Context: an optimization exercise on an open-source flow, tuned for small area and a short achievable clock period. The choices shown serve that exercise and are no tape-out recipe. The RTL was checked by simulation tests, not by an equivalence proof against the original design.

`config.mk`:
```
export PLATFORM = sky130hd
export DESIGN_NAME = aes_round_top
export DESIGN_NICKNAME = aes_round_top
export VERILOG_FILES = /design/flow/design.v
export SDC_FILE = /design/flow/constraint.sdc
export NUM_CORES = 4
export LEC_CHECK = 0
export CAP_MARGIN = 20
export CORE_MARGIN = 2
export CORE_UTILIZATION = 50
export CTS_BUF_LIST = sky130_fd_sc_hd__clkbuf_8 sky130_fd_sc_hd__clkbuf_16
export PLACE_DENSITY = 0.65
export SETUP_SLACK_MARGIN = 4.05
export SLEW_MARGIN = 20
export SYNTH_HIERARCHICAL = 1
export SYNTH_MINIMUM_KEEP_SIZE = 0
```
`constraint.sdc`:
```
create_clock -name core_clock -period 7.0 [get_ports {clk}]
set_input_delay 1.4000 -clock core_clock [delete_from_list [all_inputs] [get_ports {clk}]]
set_output_delay 1.4000 -clock core_clock [all_outputs]
set_load 0.01 [all_outputs]
```
`design.v`:
```
module g_xor2 (input wire a, input wire b, output wire y); assign y = a ^ b; endmodule
module g_xnor2 (input wire a, input wire b, output wire y); assign y = ~(a ^ b); endmodule
module g_nand2 (input wire a, input wire b, output wire y); assign y = ~(a & b); endmodule
module g_nor2 (input wire a, input wire b, output wire y); assign y = ~(a | b); endmodule
module g_nand2b (input wire an, input wire b, output wire y); assign y = ~(~an & b); endmodule
module g_inv (input wire a, output wire y); assign y = ~a; endmodule
module inv_mixcol (
    input  wire [31:0] x,
    output wire [31:0] y
);
    wire w32, w33, w34, w35, w36, w37, w38, w39, w40, w41, w42, w43, w44, w45, w46, w47, w48, w49, w50, w51, w52, w53, w54, w55, w56, w57, w58, w59, w60, w61, w62, w63, w64, w65, w66, w67, w68, w69, w70, w71, w72, w73, w74, w75, w76, w77, w78, w79, w80, w81, w82, w83, w84, w85, w86, w87, w88, w89, w90, w91, w92, w93, w94, w95, w96, w97, w98, w99, w100, w101, w102, w103, w104, w105, w106, w107, w108, w109, w110, w111, w112, w113, w114, w115, w116, w117, w118, w119, w120, w121, w122, w123, w124, w125, w126, w127, w128, w129, w130, w131, w132, w133, w134, w135, w136, w137, w138, w139, w140, w141, w142, w143, w144, w145, w146, w147, w148, w149, w150, w151, w152, w153, w154, w155, w156, w157, w158, w159, w160, w161, w162, w163, w164, w165, w166, w167, w168, w169, w170, w171, w172, w173, w174, w175, w176, w177, w178, w179, w180, w181, w182, w183, w184, w185, w186, w187, w188, w189, w190, w191, w192, w193, w194;
    g_xor2 g0 (.a(x[15]), .b(x[23]), .y(w32));
    g_xor2 g1 (.a(x[7]), .b(x[31]), .y(w33));
    g_xor2 g2 (.a(w32), .b(w33), .y(w34));
    g_xor2 g3 (.a(x[3]), .b(w34), .y(w35));
    g_xor2 g4 (.a(x[13]), .b(x[29]), .y(w36));
    g_xor2 g5 (.a(x[1]), .b(x[17]), .y(w37));
    g_xor2 g6 (.a(x[0]), .b(x[9]), .y(w38));
    g_xor2 g7 (.a(x[6]), .b(x[22]), .y(w39));
    g_xor2 g8 (.a(x[10]), .b(x[26]), .y(w40));
    g_xor2 g9 (.a(x[16]), .b(x[25]), .y(w41));
    g_xor2 g10 (.a(x[4]), .b(x[20]), .y(w42));
    g_xor2 g11 (.a(x[2]), .b(x[18]), .y(w43));
    g_xor2 g12 (.a(x[5]), .b(x[21]), .y(w44));
    g_xor2 g13 (.a(x[11]), .b(x[27]), .y(w45));
    g_xor2 g14 (.a(x[14]), .b(x[30]), .y(w46));
    g_xor2 g15 (.a(x[19]), .b(w35), .y(w47));
    g_xor2 g16 (.a(x[12]), .b(x[28]), .y(w48));
    g_xor2 g17 (.a(x[8]), .b(x[24]), .y(w49));
    g_xor2 g18 (.a(w34), .b(w37), .y(w50));
    g_xor2 g19 (.a(w39), .b(w49), .y(w51));
    g_xor2 g20 (.a(w40), .b(w43), .y(w52));
    g_xor2 g21 (.a(w38), .b(w41), .y(w53));
    g_xor2 g22 (.a(w42), .b(w48), .y(w54));
    g_xor2 g23 (.a(w36), .b(w44), .y(w55));
    g_xor2 g24 (.a(x[1]), .b(x[24]), .y(w56));
    g_xor2 g25 (.a(x[8]), .b(x[17]), .y(w57));
    g_xor2 g26 (.a(x[13]), .b(w45), .y(w58));
    g_xor2 g27 (.a(x[23]), .b(w46), .y(w59));
    g_xor2 g28 (.a(x[29]), .b(w45), .y(w60));
    g_xor2 g29 (.a(x[0]), .b(w55), .y(w61));
    g_xor2 g30 (.a(x[15]), .b(w46), .y(w62));
    g_xor2 g31 (.a(x[10]), .b(x[25]), .y(w63));
    g_xor2 g32 (.a(x[9]), .b(x[26]), .y(w64));
    g_xor2 g33 (.a(x[24]), .b(x[25]), .y(w65));
    g_xor2 g34 (.a(x[20]), .b(w56), .y(w66));
    g_xor2 g35 (.a(x[8]), .b(x[9]), .y(w67));
    g_xor2 g36 (.a(w44), .b(w49), .y(w68));
    g_xor2 g37 (.a(w40), .b(w42), .y(w69));
    g_xor2 g38 (.a(x[14]), .b(w33), .y(w70));
    g_xor2 g39 (.a(x[12]), .b(w41), .y(w71));
    g_xor2 g40 (.a(x[4]), .b(w57), .y(w72));
    g_xor2 g41 (.a(x[31]), .b(w37), .y(w73));
    g_xor2 g42 (.a(w39), .b(w48), .y(w74));
    g_xor2 g43 (.a(x[30]), .b(w32), .y(w75));
    g_xor2 g44 (.a(x[28]), .b(w38), .y(w76));
    g_xor2 g45 (.a(w43), .b(w48), .y(w77));
    g_xor2 g46 (.a(w53), .b(w59), .y(w78));
    g_xor2 g47 (.a(x[7]), .b(w39), .y(w79));
    g_xor2 g48 (.a(w42), .b(w46), .y(w80));
    g_xor2 g49 (.a(w36), .b(w54), .y(w81));
    g_xor2 g50 (.a(w34), .b(w43), .y(w82));
    g_xor2 g51 (.a(w51), .b(w62), .y(w83));
    g_xor2 g52 (.a(w52), .b(w53), .y(w84));
    g_xor2 g53 (.a(w52), .b(w68), .y(w85));
    g_xor2 g54 (.a(w44), .b(w54), .y(w86));
    g_xor2 g55 (.a(w78), .b(w79), .y(w87));
    g_xor2 g56 (.a(x[16]), .b(w61), .y(w88));
    g_xor2 g57 (.a(w40), .b(w50), .y(w89));
    g_xor2 g58 (.a(w73), .b(w83), .y(w90));
    g_xor2 g59 (.a(w50), .b(w85), .y(w91));
    g_xor2 g60 (.a(x[19]), .b(x[26]), .y(w92));
    g_xor2 g61 (.a(x[0]), .b(x[27]), .y(w93));
    g_xor2 g62 (.a(x[16]), .b(x[19]), .y(w94));
    g_xor2 g63 (.a(x[6]), .b(x[21]), .y(w95));
    g_xor2 g64 (.a(x[21]), .b(x[28]), .y(w96));
    g_xor2 g65 (.a(x[5]), .b(x[12]), .y(w97));
    g_xor2 g66 (.a(x[3]), .b(x[11]), .y(w98));
    g_xor2 g67 (.a(x[15]), .b(x[22]), .y(w99));
    g_xor2 g68 (.a(x[8]), .b(x[31]), .y(w100));
    g_xor2 g69 (.a(x[7]), .b(x[22]), .y(w101));
    g_xor2 g70 (.a(x[5]), .b(x[30]), .y(w102));
    g_xor2 g71 (.a(x[6]), .b(x[23]), .y(w103));
    g_xor2 g72 (.a(x[19]), .b(x[27]), .y(w104));
    g_xor2 g73 (.a(x[0]), .b(x[2]), .y(w105));
    g_xor2 g74 (.a(x[7]), .b(x[24]), .y(w106));
    g_xor2 g75 (.a(x[11]), .b(x[18]), .y(w107));
    g_xor2 g76 (.a(x[10]), .b(x[16]), .y(w108));
    g_xor2 g77 (.a(x[5]), .b(x[22]), .y(w109));
    g_xor2 g78 (.a(w65), .b(w107), .y(w110));
    g_xor2 g79 (.a(x[2]), .b(x[27]), .y(w111));
    g_xor2 g80 (.a(x[8]), .b(w98), .y(w112));
    g_xor2 g81 (.a(x[14]), .b(x[21]), .y(w113));
    g_xor2 g82 (.a(x[6]), .b(x[31]), .y(w114));
    g_xor2 g83 (.a(w36), .b(w97), .y(w115));
    g_xor2 g84 (.a(x[11]), .b(w94), .y(w116));
    g_xor2 g85 (.a(x[17]), .b(w41), .y(w117));
    g_xor2 g86 (.a(w36), .b(w96), .y(w118));
    g_xor2 g87 (.a(w38), .b(w63), .y(w119));
    g_xor2 g88 (.a(x[18]), .b(w67), .y(w120));
    g_xor2 g89 (.a(x[16]), .b(w33), .y(w121));
    g_xor2 g90 (.a(w92), .b(w105), .y(w122));
    g_xor2 g91 (.a(x[3]), .b(w93), .y(w123));
    g_xor2 g92 (.a(w67), .b(w111), .y(w124));
    g_xor2 g93 (.a(x[2]), .b(w65), .y(w125));
    g_xor2 g94 (.a(x[18]), .b(w45), .y(w126));
    g_xor2 g95 (.a(w37), .b(w108), .y(w127));
    g_xor2 g96 (.a(x[4]), .b(w60), .y(w128));
    g_xor2 g97 (.a(w66), .b(w123), .y(w129));
    g_xor2 g98 (.a(x[24]), .b(w104), .y(w130));
    g_xor2 g99 (.a(w60), .b(w74), .y(w131));
    g_xor2 g100 (.a(w75), .b(w114), .y(w132));
    g_xor2 g101 (.a(w69), .b(w112), .y(w133));
    g_xor2 g102 (.a(w58), .b(w102), .y(w134));
    g_xor2 g103 (.a(w51), .b(w55), .y(w135));
    g_xor2 g104 (.a(w32), .b(w51), .y(w136));
    g_xor2 g105 (.a(w75), .b(w101), .y(w137));
    g_xor2 g106 (.a(w58), .b(w76), .y(w138));
    g_xor2 g107 (.a(w58), .b(w95), .y(w139));
    g_xor2 g108 (.a(w80), .b(w109), .y(w140));
    g_xor2 g109 (.a(w70), .b(w99), .y(w141));
    g_xor2 g110 (.a(x[1]), .b(w119), .y(w142));
    g_xor2 g111 (.a(w45), .b(w122), .y(w143));
    g_xor2 g112 (.a(w77), .b(w116), .y(w144));
    g_xor2 g113 (.a(w71), .b(w130), .y(w145));
    g_xor2 g114 (.a(w64), .b(w110), .y(w146));
    g_xor2 g115 (.a(w72), .b(w118), .y(w147));
    g_xor2 g116 (.a(w126), .b(w127), .y(w148));
    g_xor2 g117 (.a(w59), .b(w100), .y(w149));
    g_xor2 g118 (.a(w64), .b(w117), .y(w150));
    g_xor2 g119 (.a(w66), .b(w115), .y(w151));
    g_xor2 g120 (.a(w63), .b(w124), .y(w152));
    g_xor2 g121 (.a(w71), .b(w128), .y(w153));
    g_xor2 g122 (.a(w76), .b(w133), .y(w154));
    g_xor2 g123 (.a(w70), .b(w103), .y(w155));
    g_xor2 g124 (.a(w62), .b(w106), .y(w156));
    g_xor2 g125 (.a(w50), .b(w143), .y(w157));
    g_xor2 g126 (.a(w72), .b(w144), .y(w158));
    g_xor2 g127 (.a(w61), .b(w136), .y(w159));
    g_xor2 g128 (.a(w35), .b(w148), .y(w160));
    g_xor2 g129 (.a(w82), .b(w150), .y(w161));
    g_xor2 g130 (.a(w77), .b(w129), .y(w162));
    g_xor2 g131 (.a(w81), .b(w155), .y(w163));
    g_xor2 g132 (.a(w74), .b(w134), .y(w164));
    g_xor2 g133 (.a(w121), .b(w135), .y(w165));
    g_xor2 g134 (.a(w84), .b(w147), .y(w166));
    g_xor2 g135 (.a(w60), .b(w140), .y(w167));
    g_xor2 g136 (.a(w113), .b(w131), .y(w168));
    g_xor2 g137 (.a(x[20]), .b(w138), .y(w169));
    g_xor2 g138 (.a(w80), .b(w139), .y(w170));
    g_xor2 g139 (.a(w86), .b(w141), .y(w171));
    g_xor2 g140 (.a(w84), .b(w151), .y(w172));
    g_xor2 g141 (.a(w86), .b(w132), .y(w173));
    g_xor2 g142 (.a(w81), .b(w137), .y(w174));
    g_xor2 g143 (.a(w69), .b(w145), .y(w175));
    g_xor2 g144 (.a(w82), .b(w142), .y(w176));
    g_xor2 g145 (.a(w47), .b(w170), .y(w177));
    g_xor2 g146 (.a(w47), .b(w164), .y(w178));
    g_xor2 g147 (.a(w47), .b(w166), .y(w179));
    g_xor2 g148 (.a(w47), .b(w172), .y(w180));
    g_xor2 g149 (.a(w47), .b(w168), .y(w181));
    g_xor2 g150 (.a(w47), .b(w146), .y(w182));
    g_xor2 g151 (.a(w89), .b(w120), .y(w183));
    g_xor2 g152 (.a(w89), .b(w125), .y(w184));
    g_xor2 g153 (.a(w88), .b(w156), .y(w185));
    g_xor2 g154 (.a(w57), .b(w87), .y(w186));
    g_xor2 g155 (.a(w56), .b(w87), .y(w187));
    g_xor2 g156 (.a(w88), .b(w149), .y(w188));
    g_xor2 g157 (.a(w38), .b(w90), .y(w189));
    g_xor2 g158 (.a(w91), .b(w153), .y(w190));
    g_xor2 g159 (.a(w47), .b(w167), .y(w191));
    g_xor2 g160 (.a(w47), .b(w152), .y(w192));
    g_xor2 g161 (.a(w41), .b(w90), .y(w193));
    g_xor2 g162 (.a(w91), .b(w169), .y(w194));
    assign y[0] = w183;
    assign y[1] = w157;
    assign y[2] = w162;
    assign y[3] = w179;
    assign y[4] = w191;
    assign y[5] = w173;
    assign y[6] = w165;
    assign y[7] = w186;
    assign y[8] = w161;
    assign y[9] = w192;
    assign y[10] = w154;
    assign y[11] = w190;
    assign y[12] = w178;
    assign y[13] = w163;
    assign y[14] = w185;
    assign y[15] = w193;
    assign y[16] = w184;
    assign y[17] = w160;
    assign y[18] = w158;
    assign y[19] = w180;
    assign y[20] = w177;
    assign y[21] = w171;
    assign y[22] = w159;
    assign y[23] = w187;
    assign y[24] = w176;
    assign y[25] = w182;
    assign y[26] = w175;
    assign y[27] = w194;
    assign y[28] = w181;
    assign y[29] = w174;
    assign y[30] = w188;
    assign y[31] = w189;
endmodule
module sb_a (
    input  wire [7:0] y,
    output wire [7:0] x,
    output wire [3:0] ti
);
    wire w8, w9, w10, w11, w12, w13, w14, w15, w16, w17, w18, w19, w20, w21, w22, w23, w24, w25, w26, w27, w28, w29, w30, w31, w32, w33, w42, w43, w44, w45, w46, w47, w48, w49, w50, w51, w52, w53, w54, w55, w56, w57, w58, w59, w60, w61, w62, w63, w64, w65, w66, w67, w68, w69, w70, w71, w72, w73, w74, w75, w76, w77, w78, w79, w80, w81;
    g_xnor2 g0 (.a(y[0]), .b(y[6]), .y(w8));
    g_xnor2 g1 (.a(y[2]), .b(y[7]), .y(w9));
    g_xor2 g2 (.a(y[3]), .b(y[6]), .y(w10));
    g_xor2 g3 (.a(y[0]), .b(y[3]), .y(w11));
    g_xor2 g4 (.a(y[4]), .b(y[5]), .y(w12));
    g_xor2 g5 (.a(y[1]), .b(w10), .y(w13));
    g_xnor2 g6 (.a(y[1]), .b(w8), .y(w14));
    g_xor2 g7 (.a(y[2]), .b(y[3]), .y(w15));
    g_xor2 g8 (.a(y[4]), .b(y[7]), .y(w16));
    g_xnor2 g9 (.a(w9), .b(w12), .y(w17));
    g_xor2 g10 (.a(w8), .b(w9), .y(w18));
    g_xnor2 g11 (.a(y[6]), .b(y[7]), .y(w19));
    g_xnor2 g12 (.a(y[2]), .b(y[4]), .y(w20));
    g_xor2 g13 (.a(y[5]), .b(w15), .y(w21));
    g_xor2 g14 (.a(y[2]), .b(y[6]), .y(w22));
    g_xor2 g15 (.a(y[5]), .b(y[7]), .y(w23));
    g_xnor2 g16 (.a(y[3]), .b(w18), .y(w24));
    g_xor2 g17 (.a(w14), .b(w17), .y(w25));
    g_xnor2 g18 (.a(y[7]), .b(w11), .y(w26));
    g_xor2 g19 (.a(w11), .b(w12), .y(w27));
    g_xor2 g20 (.a(y[7]), .b(w10), .y(w28));
    g_xor2 g21 (.a(y[5]), .b(w14), .y(w29));
    g_xor2 g22 (.a(w11), .b(w16), .y(w30));
    g_xnor2 g23 (.a(w8), .b(w21), .y(w31));
    g_xnor2 g24 (.a(w9), .b(w13), .y(w32));
    g_xor2 g25 (.a(w13), .b(w16), .y(w33));
    g_nand2 g26 (.a(w22), .b(w27), .y(w42));
    g_nand2 g27 (.a(w26), .b(w30), .y(w43));
    g_nand2 g28 (.a(w24), .b(w23), .y(w44));
    g_nand2 g29 (.a(w19), .b(w32), .y(w45));
    g_nand2 g30 (.a(w28), .b(w33), .y(w46));
    g_nor2 g31 (.a(y[3]), .b(w20), .y(w47));
    g_nand2 g32 (.a(w9), .b(w25), .y(w48));
    g_nand2 g33 (.a(w8), .b(w14), .y(w49));
    g_nand2 g34 (.a(w18), .b(w17), .y(w50));
    g_xor2 g35 (.a(w44), .b(w48), .y(w51));
    g_xnor2 g36 (.a(w47), .b(w48), .y(w52));
    g_xor2 g37 (.a(w43), .b(w50), .y(w53));
    g_xor2 g38 (.a(w51), .b(w53), .y(w54));
    g_xor2 g39 (.a(w15), .b(w54), .y(w55));
    g_xor2 g40 (.a(w46), .b(w50), .y(w56));
    g_xnor2 g41 (.a(y[4]), .b(w52), .y(w57));
    g_xor2 g42 (.a(w56), .b(w57), .y(w58));
    g_xor2 g43 (.a(w45), .b(w49), .y(w59));
    g_xnor2 g44 (.a(w31), .b(w59), .y(w60));
    g_xor2 g45 (.a(w52), .b(w60), .y(w61));
    g_xor2 g46 (.a(w42), .b(w49), .y(w62));
    g_xor2 g47 (.a(w29), .b(w62), .y(w63));
    g_xor2 g48 (.a(w51), .b(w63), .y(w64));
    g_xnor2 g49 (.a(w55), .b(w64), .y(w65));
    g_nand2 g50 (.a(w55), .b(w58), .y(w66));
    g_xnor2 g51 (.a(w58), .b(w61), .y(w67));
    g_nand2 g52 (.a(w58), .b(w64), .y(w68));
    g_nand2 g53 (.a(w61), .b(w55), .y(w69));
    g_xor2 g54 (.a(w61), .b(w66), .y(w70));
    g_xor2 g55 (.a(w64), .b(w66), .y(w71));
    g_nor2 g56 (.a(w71), .b(w67), .y(w72));
    g_nor2 g57 (.a(w70), .b(w65), .y(w73));
    g_nor2 g58 (.a(w67), .b(w68), .y(w74));
    g_xor2 g59 (.a(w67), .b(w66), .y(w75));
    g_nor2 g60 (.a(w65), .b(w69), .y(w76));
    g_xor2 g61 (.a(w65), .b(w66), .y(w77));
    g_xor2 g62 (.a(w61), .b(w72), .y(w78));
    g_xor2 g63 (.a(w74), .b(w75), .y(w79));
    g_xor2 g64 (.a(w64), .b(w73), .y(w80));
    g_xor2 g65 (.a(w76), .b(w77), .y(w81));
    assign x[0] = w33;
    assign x[1] = w32;
    assign x[2] = w30;
    assign x[3] = w27;
    assign x[4] = w28;
    assign x[5] = w19;
    assign x[6] = w26;
    assign x[7] = w22;
    assign ti[0] = w81;
    assign ti[1] = w80;
    assign ti[2] = w79;
    assign ti[3] = w78;
endmodule
module sb_b (
    input  wire [7:0] x,
    input  wire [3:0] ti,
    output wire [7:0] s
);
    wire w12, w13, w14, w15, w16, w17, w18, w19, w20, w21, w22, w23, w24, w25, w26, w27, w28, w29, w30, w31, w32, w33, w34, w35, w36, w37, w38, w39, w40, w41, w42, w43, w44, w45, w46, w47, w48, w49, w50, w51, w52, w53, w54, w55, w56, w57, w58, w59, w60, w61, w62, w63, w64, w65, w66, w67, w68, w69, w70, w71, w72, w73, w74, w75, w76, w77;
    g_xor2 g0 (.a(x[7]), .b(x[5]), .y(w12));
    g_xor2 g1 (.a(x[6]), .b(x[4]), .y(w13));
    g_xor2 g2 (.a(x[7]), .b(x[6]), .y(w14));
    g_xor2 g3 (.a(x[5]), .b(x[4]), .y(w15));
    g_xor2 g4 (.a(w12), .b(w13), .y(w16));
    g_xor2 g5 (.a(x[3]), .b(x[1]), .y(w17));
    g_xor2 g6 (.a(x[2]), .b(x[0]), .y(w18));
    g_xor2 g7 (.a(x[3]), .b(x[2]), .y(w19));
    g_xor2 g8 (.a(x[1]), .b(x[0]), .y(w20));
    g_xor2 g9 (.a(w17), .b(w18), .y(w21));
    g_xor2 g10 (.a(ti[3]), .b(ti[1]), .y(w22));
    g_xor2 g11 (.a(ti[2]), .b(ti[0]), .y(w23));
    g_xor2 g12 (.a(ti[3]), .b(ti[2]), .y(w24));
    g_xor2 g13 (.a(ti[1]), .b(ti[0]), .y(w25));
    g_xor2 g14 (.a(w22), .b(w23), .y(w26));
    g_nand2 g15 (.a(ti[3]), .b(x[3]), .y(w27));
    g_nand2 g16 (.a(ti[2]), .b(x[2]), .y(w28));
    g_nand2 g17 (.a(w24), .b(w19), .y(w29));
    g_nand2 g18 (.a(ti[1]), .b(x[1]), .y(w30));
    g_nand2 g19 (.a(ti[0]), .b(x[0]), .y(w31));
    g_nand2 g20 (.a(w25), .b(w20), .y(w32));
    g_nand2 g21 (.a(w22), .b(w17), .y(w33));
    g_nand2 g22 (.a(w23), .b(w18), .y(w34));
    g_nand2 g23 (.a(w26), .b(w21), .y(w35));
    g_nand2 g24 (.a(ti[3]), .b(x[7]), .y(w36));
    g_nand2 g25 (.a(ti[2]), .b(x[6]), .y(w37));
    g_nand2 g26 (.a(w24), .b(w14), .y(w38));
    g_nand2 g27 (.a(ti[1]), .b(x[5]), .y(w39));
    g_nand2 g28 (.a(ti[0]), .b(x[4]), .y(w40));
    g_nand2 g29 (.a(w25), .b(w15), .y(w41));
    g_nand2 g30 (.a(w22), .b(w12), .y(w42));
    g_nand2 g31 (.a(w23), .b(w13), .y(w43));
    g_nand2 g32 (.a(w26), .b(w16), .y(w44));
    g_xor2 g33 (.a(w37), .b(w44), .y(w45));
    g_xor2 g34 (.a(w39), .b(w43), .y(w46));
    g_xor2 g35 (.a(w36), .b(w43), .y(w47));
    g_xor2 g36 (.a(w27), .b(w30), .y(w48));
    g_xor2 g37 (.a(w32), .b(w35), .y(w49));
    g_xnor2 g38 (.a(w28), .b(w45), .y(w50));
    g_xor2 g39 (.a(w41), .b(w42), .y(w51));
    g_xor2 g40 (.a(w40), .b(w44), .y(w52));
    g_xor2 g41 (.a(w29), .b(w34), .y(w53));
    g_xnor2 g42 (.a(w29), .b(w47), .y(w54));
    g_xnor2 g43 (.a(w31), .b(w48), .y(w55));
    g_xnor2 g44 (.a(w33), .b(w51), .y(w56));
    g_xor2 g45 (.a(w50), .b(w55), .y(w57));
    g_xor2 g46 (.a(w33), .b(w35), .y(w58));
    g_xnor2 g47 (.a(w41), .b(w46), .y(w59));
    g_xnor2 g48 (.a(w27), .b(w46), .y(w60));
    g_xor2 g49 (.a(w28), .b(w30), .y(w61));
    g_xor2 g50 (.a(w49), .b(w61), .y(w62));
    g_xor2 g51 (.a(w46), .b(w52), .y(w63));
    g_xnor2 g52 (.a(w31), .b(w52), .y(w64));
    g_xnor2 g53 (.a(w32), .b(w48), .y(w65));
    g_xor2 g54 (.a(w54), .b(w65), .y(w66));
    g_xor2 g55 (.a(w50), .b(w54), .y(w67));
    g_xor2 g56 (.a(w56), .b(w64), .y(w68));
    g_xor2 g57 (.a(w53), .b(w60), .y(w69));
    g_xnor2 g58 (.a(w38), .b(w59), .y(w70));
    g_xor2 g59 (.a(w49), .b(w68), .y(w71));
    g_xor2 g60 (.a(w47), .b(w57), .y(w72));
    g_xor2 g61 (.a(w53), .b(w62), .y(w73));
    g_xor2 g62 (.a(w58), .b(w67), .y(w74));
    g_xor2 g63 (.a(w56), .b(w69), .y(w75));
    g_xor2 g64 (.a(w45), .b(w66), .y(w76));
    g_xor2 g65 (.a(w57), .b(w70), .y(w77));
    assign s[0] = w74;
    assign s[1] = w71;
    assign s[2] = w76;
    assign s[3] = w73;
    assign s[4] = w77;
    assign s[5] = w72;
    assign s[6] = w75;
    assign s[7] = w63;
endmodule
module aes_round_top (
    input  wire         clk,
    input  wire         rst,
    input  wire         in_valid,
    input  wire [127:0] state_in,
    input  wire [127:0] round_key,
    output wire         out_valid,
    output wire [127:0] state_out
);
    reg [2:0] vld;
    always @(posedge clk) begin
        if (rst) vld <= 3'd0;
        else     vld <= {vld[1:0], in_valid};
    end
    assign out_valid = vld[2];
    wire [127:0] ark = state_in ^ round_key;
    wire [127:0] ark_q = ark;
    wire [127:0] mc;
    genvar c, i;
    generate
        for (c = 0; c < 4; c = c + 1) begin : g_col
            inv_mixcol u_mc (.x(ark_q[127 - 32*c -: 32]), .y(mc[127 - 32*c -: 32]));
        end
    endgenerate
    reg  [127:0] mc_q;
    always @(posedge clk) mc_q <= mc;
    wire [127:0] x0;
    wire [63:0] ti0;
    reg  [63:0] ti0_q;
    always @(posedge clk) ti0_q <= ti0;
    reg  [127:0] x0_q;
    always @(posedge clk) x0_q <= x0;
    wire [127:0] sb;
    generate
        for (i = 0; i < 16; i = i + 1) begin : g_sb
            sb_a u_sb_a (.y(mc_q[127 - 8*i -: 8]), .x(x0[8*i +: 8]), .ti(ti0[4*i +: 4]));
            sb_b u_sb_b (.x(x0_q[8*i +: 8]), .ti(ti0_q[4*i +: 4]), .s(sb[127 - 8*(4*(((i / 4) + (i % 4)) % 4) + (i % 4)) -: 8]));
        end
    endgenerate
    reg  [127:0] sb_q;
    always @(posedge clk) sb_q <= sb;
    assign state_out = sb_q;
endmodule
```
`flow/run.sh`:
```
#!/bin/bash
set -euo pipefail
export BUFFER_PORTS_ARGS="-buffer_cell sky130_fd_sc_hd__buf_1"
bash standard.sh > standard_flow.log 2>&1
```
`standard.sh`:
```
#!/bin/bash
# synth_recipe.tcl (not shown) runs the flow's synth.tcl, then flattens the netlist and writes it again
# the make line also repeats each setting of config.mk as NAME=value (left out here)
make -C /OpenROAD-flow-scripts/flow DESIGN_CONFIG=/design/flow/config.mk WORK_HOME=/design/flow/orfs CLKGATE_MAP_FILE= SYNTH_SCRIPT=/design/flow/synth_recipe.tcl "${@:-finish}"
```
==> summary.md, run 1 <==
| Metric | Value |
|---|---|
| Status | timing/DRC/antenna clean |
| WS Path Type | in2reg |
| Core Area | approximately 70000 um^2 |
| Clock Skews | about 21 ps |
| Crit path DAT | 3420 ps |
| Post-synthesis cell area | 35020 um^2 |
| Vias in the first global route | about 21000 |
| Area of the multi-input gates | roughly 25000 um^2 |
| Synth Instances | 3794 |
| Layout Utilization | 0.5606 |
| Total iterations of the first detailed-routing run | 4 |
| First-pass GRT wire length | roughly 110 mm |
| Antenna diode count | 0 |
| Largest net degree at the start of global routing | 14 |
| Tot GR Track Use | 0.1859 |
| Final Wtd Congestion | ~0.88 |
| Post-synthesis register bit count | approximately 450 |
| H-Tree Depth | 2 |
| Final TNS setup | 0 ps |
| Number of port buffers | 387 |
| Starting DRT DRC Count | 710 |
| Hold WC Path Type | reg2reg |
| Wire per inst | between 10 and 15 um |
| Flop-to-flop setup slack | approximately 4200 ps |
| Worst hold path endpoint | vld[1]$_SDFF_PP0_ |
| R2R depth | 11 |
| Yosys warns | 7 |
| WP data required | 7520 ps |
| Clock buffer depth | 3 |
| Vias | 20930 |
| Num Clock Sinks | approximately 450 |
| Max Cap Violations | 0 |
| Final setup viols | 0 |
| Die width | ~270 um |
| Nets@finish | approximately 4100 |
| Ports | a little under 400 |
| Min cycle time layout | approximately 2900 ps |
| Max frequency | 345.0 MHz |
| RSZ-0062 raised after global routing | true |
| Share of layout cells above drive strength 1 | 0.1033 |
| Hold depth | 1 |
| Clock Tree Root | clkbuf_16 |
| Initial core utilization | 0.5027 |
| Crit Reg-Reg Endpoint | ti0_q[63]$_DFF_P_ |
| Routed Antenna Nets | 0 |
| Syn_nets | 4053 |
| Fillers | approximately 6400 |
| Final Cycle Share | 0.4141 |
| Worst hold path startpoint | vld[0]$_SDFF_PP0_ |
| Final hold viol count | 0 |
| Avg Cell Area, Syn | 9.230 um^2 |
| Relative slew slack | 0.3572 |
| Final Max Slew Viols | 0 |
| Die ar. | slightly above 70000 um^2 |
| Setup crit start kind | primary input |
| # rows | between 90 and 100 |
| Clk slew on worst S/H paths | around 60 ps |
| CP Capture Type | register |
| Clk latency of the worst-skew pair | ~600 ps |
| Synth cell types | 7 |
| Remaining DRCs | 0 |
| Final wirelength | 68.09 mm |
| Crit-path max FO | 3 |
| FF/Latch Area | 9086 um^2 |
| Grt ovf | 0 |
| Final HPWL DP | approximately 56 mm |
| Die span in y | around 270 um |
| Num CTS Buffers | between 50 and 60 |
| Initial antenna violation count | 0 |
| CTS tree | done |
| R2R Path Start | mc_q[5]$_DFF_P_ |
| Post-DR vias/cell | between 4 and 5 |
| Register area share after synthesis | 0.2578 |
| Area delta synth->final | 11.52% |
| Worst slew pin tran | 960.9 ps |
[repair_timing]
item,in CTS,in global routing
buffers inserted,0,30
gates cloned,0,0
pin swaps,0,20
endpoints found under the setup margin,12,95
hold buffers,0,0
gates resized for setup,10,151
[flip-flops by register name, indices dropped and copies added (netlist names)]
| register | cells |
|---|---|
| vld | 3 |
| x0_q | 128 |
| ti0_q | 64 |
| sb_q | 128 |
| mc_q | 128 |
[cell usage after synthesis (all sizes together)]
library cell / instances / area share
buf: 448 / 0.096
dfxtp: 451 / 0.26
nand2: 464 / 0.050
nor2: 80 / 0.0086
nor2b: 3 / 0.00054
xnor2: 384 / 0.096
xor2: 1964 / 0.49
[routing by layer]
metal  part of all wire  vias up  track usage
met5                  0        -            0
met4              0.016        0      0.04294
met3              0.031       68      0.02338
met2               0.48      289       0.3120
met1               0.48     9597       0.2541
li1                   -    10980            -
[layout by cell type (no fill, tap or decap), drive strengths merged]
cell type / n
inv: 12
nand2: 464
dfxtp: 451
clkinv: 11
clkbuf: 66
nor2b: 3
xnor2: 384
clkinvlp: 2
nor2: 80
xor2: 1964
buf: 416
bufinv: 8
[cell type report]
cell class                 instances  share of cell area
sequential                       451              0.2327
clock buffer                      65             0.03877
clock inverter                    33            0.009740
timing repair buffer             417             0.04364
multi-input combinational       2895              0.6451
tap                              940             0.03012
[stage by stage]
stage               setup slack [ps]  hold slack [ps]  instances  instance area, um^2
floorplan                       3909            413.8       3794                36670
detailed placement              3431            435.9       4673                35930
CTS                             4042            450.7       4771                37890
finish                          4101            443.2       4801                39050
global placement                3464            420.5       4673                35930
global route                    4000            470.0       4801                39050
[worst max-delay path by stage]
stage | startpoint | end
after floorplan | state_in[103] | mc_q[100]$_DFF_P_
after global placement | round_key[95] | mc_q[64]$_DFF_P_
after detailed placement | round_key[95] | mc_q[64]$_DFF_P_
after CTS | mc_q[6]$_DFF_P_ | ti0_q[63]$_DFF_P_
after global routing | mc_q[37]$_DFF_P_ | ti0_q[45]$_DFF_P_
final | round_key[17] | mc_q[3]$_DFF_P_
[kinds of logic (layout without fill, tap and decap cells)]
group,after synthesis,in the layout,share of synthesized area
buffers and inverters,448,515,0.09604
XOR/XNOR,2348,2348,0.5873
AND/OR/NAND/NOR,547,547,0.05885
flip-flops,451,451,0.2578
[modules after synthesis, one instance, submodules excluded]
| module | cells | times used | cell area (um^2) | flops+latches |
|---|---|---|---|---|
| aes_round_top | 582 | 1 | 10170 | 451 |
| inv_mixcol | 32 | 4 | 240.2 | 0 |
| sb_a | 12 | 16 | 90.09 | 0 |
| sb_b | 8 | 16 | 60.06 | 0 |
| g_xnor2 | 1 | 384 | 8.758 | 0 |
| g_xor2 | 1 | 1836 | 8.758 | 0 |
| g_nand2 | 1 | 464 | 3.754 | 0 |
| g_nor2 | 1 | 80 | 3.754 | 0 |
[worst max-delay path: stages]
cell and delay (ps):
buf_1 90, xor2_1 670, xor2_1 370, xor2_1 300, xor2_1 220, xor2_1 210, xor2_1 170
==> inputs of run 2 (changes only) <==
--- a/design.v
+++ b/design.v
@@ -297,3 +297,3 @@
 );
-    wire w12, w13, w14, w15, w16, w17, w18, w19, w20, w21, w22, w23, w24, w25, w26, w27, w28, w29, w30, w31, w32, w33, w34, w35, w36, w37, w38, w39, w40, w41, w42, w43, w44, w45, w46, w47, w48, w49, w50, w51, w52, w53, w54, w55, w56, w57, w58, w59, w60, w61, w62, w63, w64, w65, w66, w67, w68, w69, w70, w71, w72, w73, w74, w75, w76, w77;
+    wire w12, w13, w14, w15, w16, w17, w18, w19, w20, w21, w22, w23, w24, w25, w26, w27, w28, w29, w30, w31, w32, w33, w34, w35, w36, w37, w38, w39, w40, w41, w42, w43, w44, w45, w46, w47, w48, w49, w50, w51, w52, w53, w54, w55, w56, w57, w58, w59, w60, w61, w62, w63, w64, w65, w66, w67, w68, w69, w70, w71, w72, w73, w74;
     g_xor2 g0 (.a(x[7]), .b(x[5]), .y(w12));
@@ -331,43 +331,40 @@
     g_nand2 g32 (.a(w26), .b(w16), .y(w44));
-    g_xor2 g33 (.a(w37), .b(w44), .y(w45));
-    g_xor2 g34 (.a(w39), .b(w43), .y(w46));
-    g_xor2 g35 (.a(w36), .b(w43), .y(w47));
+    g_xor2 g33 (.a(w43), .b(w44), .y(w45));
+    g_xnor2 g34 (.a(w37), .b(w45), .y(w46));
+    g_xnor2 g35 (.a(w36), .b(w46), .y(w47));
     g_xor2 g36 (.a(w27), .b(w30), .y(w48));
-    g_xor2 g37 (.a(w32), .b(w35), .y(w49));
-    g_xnor2 g38 (.a(w28), .b(w45), .y(w50));
-    g_xor2 g39 (.a(w41), .b(w42), .y(w51));
-    g_xor2 g40 (.a(w40), .b(w44), .y(w52));
-    g_xor2 g41 (.a(w29), .b(w34), .y(w53));
-    g_xnor2 g42 (.a(w29), .b(w47), .y(w54));
-    g_xnor2 g43 (.a(w31), .b(w48), .y(w55));
-    g_xnor2 g44 (.a(w33), .b(w51), .y(w56));
-    g_xor2 g45 (.a(w50), .b(w55), .y(w57));
-    g_xor2 g46 (.a(w33), .b(w35), .y(w58));
-    g_xnor2 g47 (.a(w41), .b(w46), .y(w59));
-    g_xnor2 g48 (.a(w27), .b(w46), .y(w60));
-    g_xor2 g49 (.a(w28), .b(w30), .y(w61));
-    g_xor2 g50 (.a(w49), .b(w61), .y(w62));
-    g_xor2 g51 (.a(w46), .b(w52), .y(w63));
-    g_xnor2 g52 (.a(w31), .b(w52), .y(w64));
-    g_xnor2 g53 (.a(w32), .b(w48), .y(w65));
+    g_xor2 g37 (.a(w47), .b(w48), .y(w49));
+    g_xor2 g38 (.a(w29), .b(w32), .y(w50));
+    g_xor2 g39 (.a(w49), .b(w50), .y(w51));
+    g_xor2 g40 (.a(w28), .b(w31), .y(w52));
+    g_xor2 g41 (.a(w49), .b(w52), .y(w53));
+    g_xor2 g42 (.a(w28), .b(w35), .y(w54));
+    g_xor2 g43 (.a(w29), .b(w33), .y(w55));
+    g_xor2 g44 (.a(w54), .b(w55), .y(w56));
+    g_xor2 g45 (.a(w47), .b(w56), .y(w57));
+    g_xor2 g46 (.a(w39), .b(w41), .y(w58));
+    g_xor2 g47 (.a(w39), .b(w40), .y(w59));
+    g_xor2 g48 (.a(w45), .b(w59), .y(w60));
+    g_xor2 g49 (.a(w53), .b(w58), .y(w61));
+    g_xor2 g50 (.a(w42), .b(w43), .y(w62));
+    g_xor2 g51 (.a(w36), .b(w38), .y(w63));
+    g_xor2 g52 (.a(w61), .b(w63), .y(w64));
+    g_xor2 g53 (.a(w30), .b(w34), .y(w65));
     g_xor2 g54 (.a(w54), .b(w65), .y(w66));
-    g_xor2 g55 (.a(w50), .b(w54), .y(w67));
-    g_xor2 g56 (.a(w56), .b(w64), .y(w68));
-    g_xor2 g57 (.a(w53), .b(w60), .y(w69));
-    g_xnor2 g58 (.a(w38), .b(w59), .y(w70));
-    g_xor2 g59 (.a(w49), .b(w68), .y(w71));
-    g_xor2 g60 (.a(w47), .b(w57), .y(w72));
-    g_xor2 g61 (.a(w53), .b(w62), .y(w73));
-    g_xor2 g62 (.a(w58), .b(w67), .y(w74));
-    g_xor2 g63 (.a(w56), .b(w69), .y(w75));
-    g_xor2 g64 (.a(w45), .b(w66), .y(w76));
-    g_xor2 g65 (.a(w57), .b(w70), .y(w77));
-    assign s[0] = w74;
-    assign s[1] = w71;
-    assign s[2] = w76;
-    assign s[3] = w73;
-    assign s[4] = w77;
-    assign s[5] = w72;
-    assign s[6] = w75;
-    assign s[7] = w63;
+    g_xor2 g55 (.a(w50), .b(w66), .y(w67));
+    g_xor2 g56 (.a(w56), .b(w62), .y(w68));
+    g_xor2 g57 (.a(w48), .b(w58), .y(w69));
+    g_xor2 g58 (.a(w66), .b(w69), .y(w70));
+    g_xor2 g59 (.a(w68), .b(w70), .y(w71));
+    g_xor2 g60 (.a(w60), .b(w68), .y(w72));
+    g_xor2 g61 (.a(w51), .b(w72), .y(w73));
+    g_xor2 g62 (.a(w61), .b(w73), .y(w74));
+    assign s[0] = w57;
+    assign s[1] = w74;
+    assign s[2] = w51;
+    assign s[3] = w67;
+    assign s[4] = w64;
+    assign s[5] = w53;
+    assign s[6] = w71;
+    assign s[7] = w60;
 endmodule
--- a/config.mk
+++ b/config.mk
@@ -10,3 +10,2 @@
 export CORE_UTILIZATION = 50
-export CTS_BUF_LIST = sky130_fd_sc_hd__clkbuf_8 sky130_fd_sc_hd__clkbuf_16
 export PLACE_DENSITY = 0.65
==> summary.md, run 2 <==
| Metric | Value |
|---|---|
| XOR/XNOR Fraction of Synth Area | 0.5823 |
| Final HPWL DP | about 55 mm |
| R2R Path Start | mc_q[92]$_DFF_P_ |
| RSZ-0062 raised after global routing | true |
| Largest net degree at the start of global routing | 15 |
| Avg Cell Area, Syn | between 9 and 10 um^2 |
| Hold WC Path Type | reg2reg |
| Ranking of synthesized cells by area | xor2_1, dfxtp_1, buf_4 |
| Min cycle time layout | 2975 ps |
| Die span in y | between 200 and 300 um |
| Flop-to-flop setup slack | around 4200 ps |
| Largest family of logic cells by synthesized area | XOR/XNOR gates |
| Layout Utilization | 0.5671 |
| Share of layout cells above drive strength 1 | 0.1164 |
| Synth Instances | 3746 |
| Final wirelength | 66.96 mm |
| Synth Flop Type | dfxtp_1 |
| Max stage delay on crit path | 490 ps |
| Crit path launch | state_in[123] |
| Crit-path leading delay family | XOR/XNOR gates |
| Final instance area | approximately 39000 um^2 |
| Crit path DAT | roughly 3500 ps |
| Clk slew on worst S/H paths | 60 ps |
| CP Capture Type | register |
| Final TNS setup | 0 ps |
| Post-synthesis simple-gate area fraction | 0.05956 |
| Die width | 267.0 um |
| Grt ovf | 0 |
| Clock buffer depth | 3 |
| H-Tree Depth | 2 |
| Vias in the first global route | 20700 |
| Buffer and inverter count on the worst path | 1 |
| WP data required | around 7500 ps |
| Synth cell types | 7 |
| Crit Reg-Reg Endpoint | ti0_q[17]$_DFF_P_ |
| Post-synth EDFFs | 0 |
| Status | timing/DRC/antenna clean |
| Area delta synth->final | 12.42% |
| First-pass GRT wire length | between 100 and 150 mm |
| Vias | between 20000 and 25000 |
| Antenna diode count | 0 |
| Commonest cells after routing, fill and taps aside | xor2_1, nand2_1, dfxtp_1, buf_1, xnor2_1 |
| CP Depth | 7 |
| Post-Synth Adder-Cell Area | 0 |
| Syn_nets | between 4000 and 5000 |
| Crit-path cells | buf_1, xor2_2, xor2_2, xor2_1, xor2_1, xor2_1, xor2_1 |
| Slowest CP cell | xor2_1 |
| Pre-CTS setup slack | 3464 ps |
| Yosys warns | 7 |
| Post-DR vias/cell | around 4.3 |
| Top flop regs | mc_q x128, sb_q x128, x0_q x128 |
| Num Clock Sinks | ~450 |
| Critical path endpoint | mc_q[124]$_DFF_P_ |
| Final hold viol count | 0 |
| # rows | 96 |
| Die ar. | a little over 70000 um^2 |
| Nets@finish | ~4000 |
| R2R depth | 11 |
| Setup crit start kind | primary input |
| Crit-path max FO | 4 |
| Placed cell area | roughly 36000 um^2 |
| Remaining DRCs | 0 |
| Post-synthesis compound-gate area fraction | 0 |
| Post-synthesis register bit count | approximately 450 |
| Clock Tree Root | clkbuf_16 |
| Max Cap Violations | 0 |
| Post-synthesis cell area | approximately 35000 um^2 |
| Area fraction of the dominant cell type after synthesis | 0.5134 |
| Register area share after synthesis | 0.2610 |
| Clock Skews | between 10 and 15 ps |
| Most frequent CP cell | xor2_1 |
| Clk latency of the worst-skew pair | approximately 600 ps |
| Synth top cells by count | xor2_1, nand2_1, dfxtp_1, buf_4, xnor2_1 |
| Worst slew pin tran | between 900 and 1000 ps |
| Final Cycle Share | 0.4250 |
| WS Path Type | in2reg |
| Final Max Slew Viols | 0 |
| Initial core utilization | 0.5044 |
| Final Wtd Congestion | approximately 0.86 |
| Num CTS Buffers | 52 |
| FFs w/ async S/R, synth | 0 |
| CTS tree | done |
| Most common cell after layout, fill and taps aside | xor2_1 |
| Ports | approximately 390 |
| Routed Antenna Nets | 0 |
| Total iterations of the first detailed-routing run | 4 |
| Number of port buffers | ~390 |
| Tot GR Track Use | 0.1839 |
| Relative slew slack | 0.3868 |
| Core Area | 68590 um^2 |
| Mux share of post-synthesis cell area | 0 |
| Wire per inst | approximately 14 um |
| Count leader, synth | xor2_1 |
| Final setup viols | 0 |
| Final Worst Setup Slack | between 4000 and 5000 ps |
| Starting DRT DRC Count | 579 |
| Max frequency | between 300 and 400 MHz |
| Initial antenna violation count | 0 |
| Yosys top cell by area | xor2_1 |
## run 2: how the worst min path moves through the flow
stage	startpoint	endpoint	slack, ps	depth (start not counted)
after floorplan	vld[0]$_SDFF_PP0_	vld[1]$_SDFF_PP0_	410	1
after global placement	vld[1]$_SDFF_PP0_	vld[2]$_SDFF_PP0_	420	1
after detailed placement	vld[1]$_SDFF_PP0_	vld[2]$_SDFF_PP0_	430	1
after CTS	vld[1]$_SDFF_PP0_	vld[2]$_SDFF_PP0_	450	1
after global routing	vld[1]$_SDFF_PP0_	vld[2]$_SDFF_PP0_	460	1
final	vld[1]$_SDFF_PP0_	vld[2]$_SDFF_PP0_	440	1
## run 2: repair_timing
action / 4_1_cts / 5_1_grt
hold buffers: 0 / 0
setup endpoints to repair: 12 / 126
resized for setup: 15 / 185
pin swaps: 2 / 27
setup buffers: 6 / 26
## run 2: cell families after synthesis
logic type / after synthesis
xor+xnor: 2300
buf+inv: 448
flops: 451
simple gates: 547
## run 2: stage by stage
step	hold WS [ps]	std cells
global route	462.1	4747
floorplan	413.8	3746
CTS	449.2	4721
detailed placement	431.3	4617
global placement	420.8	4617
finish	439.4	4747
## run 2: Yosys stat by module (local to each module, per instance)
module         times used  cells inside  flip-flops and latches
g_nand2               464             1                       0
aes_round_top           1           582                     451
g_xnor2               272             1                       0
sb_b                   16             8                       0
g_xor2               1900             1                       0
inv_mixcol              4            32                       0
g_nor2                 80             1                       0
sb_a                   16            12                       0
## run 2: layout make-up
type                       count  area [um^2]
timing repair buffer         420         1750
tap                          931         1165
sequential                   451         9091
clock buffer                  69         1476
clock inverter                29        374.1
fill                        6085        29690
multi-input combinational   2847        25040
## run 2: worst register-to-register path: cells and delay by family (launching register included)
| family | cells | cell delay [ps] |
|---|---|---|
| xor+xnor | 8 | 1820 |
| simple gates | 3 | 400 |
| flops | 1 | 450 |
## run 2: routing by layer
layer / vias to the layer above / global-route usage / share of wire
met5: - / 0 / 0
met4: 0 / 0.04039 / 0.018
met3: 80 / 0.02509 / 0.031
met2: 284 / 0.2971 / 0.46
met1: 9437 / 0.2600 / 0.49
li1: 10820 / - / -

-- port drivers added, routing unchanged --
The flow's constraints put no driver on any port. The routed layouts listed below were extracted and timed again, unchanged, in two steps.
Step 1, drivers: a clkbuf_16 drives clk and a buf_2 each remaining input, both assumed.
Step 2 times the ports against the registers' clock, not the clock port: input delays grow and output delays shrink by t, the midpoint of the rising clock arrivals with the driver on.
Slacks: ideal ports / drivers / drivers and shift; pairs: ideal ports / drivers.
| run | t (ns) | slack for setup (ns) | hold WS [ns] | worst register clock-pin slew, ns | worst data-port slew with drivers (ns) |
|---|---|---|---|---|---|
| run 1 | 0.649 | 4.101 / 4.134 / 3.485 | 0.443 / 0.443 / 0.443 | 0.06 / 0.06 | 0.05 |
| run 2 | 0.651 | 4.025 / 4.051 / 3.400 | 0.439 / 0.439 / 0.439 | 0.07 / 0.07 | 0.07 |
After both steps setup and hold are still met in every run listed. For run 2, which loses most, drivers alone change the setup slack by +0.026 ns; drivers and shift together by -0.625 ns.
